Background: an optimization exercise with open tools, aiming at small area. Do not read the settings as production practice.
Function was checked by simulation only, so behaviour that the tests miss may differ from the original.
Power figures rest on the tool's default switching activity, not on a simulated workload.

// uart_top
module uart_top
#(
    parameter sysclk = 50000000,
    parameter low_baudrate = 4800
)
(
    input  wire       clk,
    input  wire       rst,
    input  wire [2:0] sel,
    input  wire [7:0] tx_data_in,
    input  wire       tx_start,
    output reg        tx_out,
    output wire       tx_done,
    input  wire       rx_in,
    output wire       rx_done,
    output reg        flag,
    output reg  [7:0] rx_data_out
);
    localparam integer BASE = sysclk / low_baudrate;
    localparam integer W    = 14;              
    localparam [W-1:0] TB   = BASE;
    localparam [W-1:0] HB   = BASE >> 1;
    localparam [3:0] S_PAR = 4'd0, S_STOP = 4'd1, S_DONE = 4'd2,
                     S_IDLE = 4'd3, S_START = 4'd7, S_D0 = 4'd8;
    function [W-1:0] inc;
        input [W-1:0] c;
        input [W-1:0] s;
        integer i;
        reg cy;
        begin
            cy = 1'b0;
            for (i = 0; i < W; i = i + 1) begin
                cy = s[i] | cy;
                inc[i] = c[i] ^ cy;
                cy = cy & c[i];
            end
        end
    endfunction
    reg [W-1:0] step, hi;
    integer k;
    always @* begin
        for (k = 0; k < W; k = k + 1) begin
            step[k] = (sel == k);
            hi[k]   = (k >= sel);
        end
    end
    wire [W-1:0] tm = TB & hi;         
    wire [W-1:0] hm = HB & hi;         
    reg  [W-1:0] b;
    wire [W-1:0] bn   = inc(b, step);
    wire         tick = ~|b;
    always @(posedge clk)
        if (rst || &(bn | ~tm)) b <= 0;
        else                    b <= bn;
    reg  [3:0] ts;
    reg  [7:0] td;
    wire t_ready = (ts[3:1] == 3'b001);            
    assign tx_done = (ts == S_DONE);
    wire t_bit = td[ts[2:0]];
    always @(posedge clk)
        if (t_ready) td <= tx_data_in;
        else if (tick && ts[3] && ts[2:0] != 3'd0) td[0] <= td[0] ^ t_bit;
    always @(posedge clk or posedge rst)
        if (rst) begin
            ts <= S_IDLE; tx_out <= 1'b1;
        end else begin
            if (ts[3])             tx_out <= t_bit;
            else if (ts == S_PAR)  tx_out <= td[0];
  ...
clock: 20.0 ns
lec_check: 0
cap_margin: 20
core_margin: 2
core_utilization: 40
cts_buf_list: sky130_fd_sc_hd__clkbuf_4
cts_cluster_size: 20
slew_margin: 20
standard.sh (not shown) runs the stock make flow with config.mk's settings and CLKGATE_MAP_FILE= SYNTH_SCRIPT=/design/flow/synth_recipe.tcl, a recipe that flattens the netlist after the stock synthesis.
==> flow/flow/run.sh <==
#!/bin/bash
# Own flow: the standard flow, except that
#  - the standard synthesis's combinational logic is mapped again by ABC for
#    area (flow/remap.tcl); the flip-flops are kept as they are (same
#    instances, names and cells);
#  - the port buffers that global placement inserts are buf_1.
# Each tool's output goes to a log file of its own in the work folder.
set -euo pipefail
W=$(pwd)
R=$W/orfs/results/$FLOW_PLATFORM/uart_top/base
LIB=$FLOW_HOME/platforms/$FLOW_PLATFORM/lib/sky130_fd_sc_hd__tt_025C_1v80.lib
YOSYS=$FLOW_HOME/../tools/install/yosys/bin/yosys
[ -x "$YOSYS" ] || YOSYS=yosys

bash standard.sh synth > "$W/1_standard_synth.log" 2>&1
cp "$R/1_2_yosys.v" "$W/1_standard_yosys.v"

REMAP_LIB=$LIB REMAP_IN=$W/1_standard_yosys.v REMAP_TOP=$FLOW_TOP \
REMAP_OUT=$W/1_remap.v REMAP_STAT=$W/1_remap_stat.txt \
  "$YOSYS" -c "$W/flow/remap.tcl" > "$W/1_remap.log" 2>&1

cp "$W/1_remap.v" "$R/1_2_yosys.v"
rm -f "$R/1_synth.odb" "$R/1_synth.sdc"
bash standard.sh synth > "$W/1_remap_synth_odb.log" 2>&1

bash standard.sh BUFFER_PORTS_ARGS="-buffer_cell sky130_fd_sc_hd__buf_1" CTS_ARGS="-buf_list sky130_fd_sc_hd__clkbuf_4 -root_buf sky130_fd_sc_hd__clkbuf_4 -sink_clustering_enable -sink_clustering_size 30 -sink_clustering_max_diameter 200 -dont_use_dummy_load -repair_clock_nets" finish > "$W/2_finish.log" 2>&1
Other scripts of this flow, unchanged in this note and not shown: flow/flow/remap.tcl
Rerun with:
- CAP_MARGIN: 20 -> 0
- SLEW_MARGIN: 20 -> 0
After rerunning: Area after synthesis is unchanged; cell area hardly moves; sequential share of layout area barely changes; worst setup slack gets worse by 0.024 ns; clock skew increases by 0.0063 ns.


== exp/willow ==
uart_top, a different RTL version from the one above (not shown whole).
Size: ~250 cells after synthesis, roughly 2700 µm² of cells after synthesis.
export LEC_CHECK = 0
export CAP_MARGIN = 20
export CORE_MARGIN = 2
export CORE_UTILIZATION = 40
export CTS_BUF_LIST = sky130_fd_sc_hd__clkbuf_4
export CTS_CLUSTER_SIZE = 20
export SLEW_MARGIN = 20
create_clock -name core_clock -period 20.0 [get_ports {clk}]
Scripts as last shown in full above: flow/flow/run.sh
Other scripts of this flow, unchanged in this note and not shown: flow/flow/remap.tcl
Here is what was changed in the inputs of exp/lagoon compared with exp/willow.
--- a/flow/flow/run.sh
+++ b/flow/flow/run.sh
@@ -25,2 +25,2 @@
 
-bash standard.sh BUFFER_PORTS_ARGS="-buffer_cell sky130_fd_sc_hd__buf_1" CTS_ARGS="-buf_list sky130_fd_sc_hd__clkbuf_4 -root_buf sky130_fd_sc_hd__clkbuf_4 -sink_clustering_enable -sink_clustering_size 30 -sink_clustering_max_diameter 200 -dont_use_dummy_load -repair_clock_nets" finish > "$W/2_finish.log" 2>&1
+bash standard.sh BUFFER_PORTS_ARGS="-buffer_cell sky130_fd_sc_hd__buf_1" CTS_ARGS="-buf_list sky130_fd_sc_hd__clkbuf_8 -root_buf sky130_fd_sc_hd__clkbuf_8 -sink_clustering_enable -sink_clustering_size 64 -sink_clustering_max_diameter 500 -dont_use_dummy_load -repair_clock_nets" finish > "$W/2_finish.log" 2>&1
[summary]
exp/lagoon -> exp/willow: half-perimeter wire length after detailed placement delta 0, exact match. Sequential share of power sits lower in exp/lagoon than in exp/willow. In exp/lagoon, the final critical-path share of the clock period came out 0.31 points above the value in exp/willow.
> inputs changed (exp/lagoon -> exp/garnet)
--- a/flow/flow/run.sh
+++ b/flow/flow/run.sh
@@ -25,2 +25,2 @@
 
-bash standard.sh BUFFER_PORTS_ARGS="-buffer_cell sky130_fd_sc_hd__buf_1" CTS_ARGS="-buf_list sky130_fd_sc_hd__clkbuf_8 -root_buf sky130_fd_sc_hd__clkbuf_8 -sink_clustering_enable -sink_clustering_size 64 -sink_clustering_max_diameter 500 -dont_use_dummy_load -repair_clock_nets" finish > "$W/2_finish.log" 2>&1
+bash standard.sh BUFFER_PORTS_ARGS="-buffer_cell sky130_fd_sc_hd__buf_1" finish > "$W/2_finish.log" 2>&1
==> run summary <==
The layout filler cell count in exp/garnet sits 2 below the value recorded for exp/lagoon.
Compared with exp/lagoon, in exp/garnet utilization has increased; hold slack up 0.010 ns; sequential share of layout area -0.77 points; area added between synthesis and finish now sits higher.
Compared to exp/lagoon, exp/garnet shows a wider setup margin.
First-pass GRT wire length is higher on exp/garnet

[what the ideal ports hide]
No port has a modelled driver above. Below, the same layouts with a new extraction and two added sets of constraints.
Step 1, drivers: a clkbuf_16 drives clk and a buf_2 each remaining input, both assumed.
Step 2 times the ports against the registers' clock, not the clock port: input delays grow and output delays shrink by t, the midpoint of the rising clock arrivals with the driver on.
Three values: no drivers, after step 1, after step 2; two values: the first two.
run	t (ns)	setup slack, ns	latest minus earliest clock arrival (ns)	worst register clock-pin slew, ns
the first run of note 1	0.409	12.304 / 12.310 / 11.900	0.018 / 0.017	0.10 / 0.10
the second run of note 1	0.420	12.280 / 12.284 / 11.864	0.023 / 0.024	0.10 / 0.10
exp/willow	0.415	13.408 / 13.409 / 12.994	0.047 / 0.046	0.12 / 0.12
exp/lagoon	0.356	13.345 / 13.348 / 12.993	0.030 / 0.031	0.08 / 0.08
exp/garnet	0.431	13.436 / 13.437 / 13.006	0.013 / 0.013	0.12 / 0.12
After both steps setup and hold are still met in every run listed. The setup slack of exp/garnet, which loses most, moves by +0.001 ns with the drivers and by -0.430 ns with both steps.
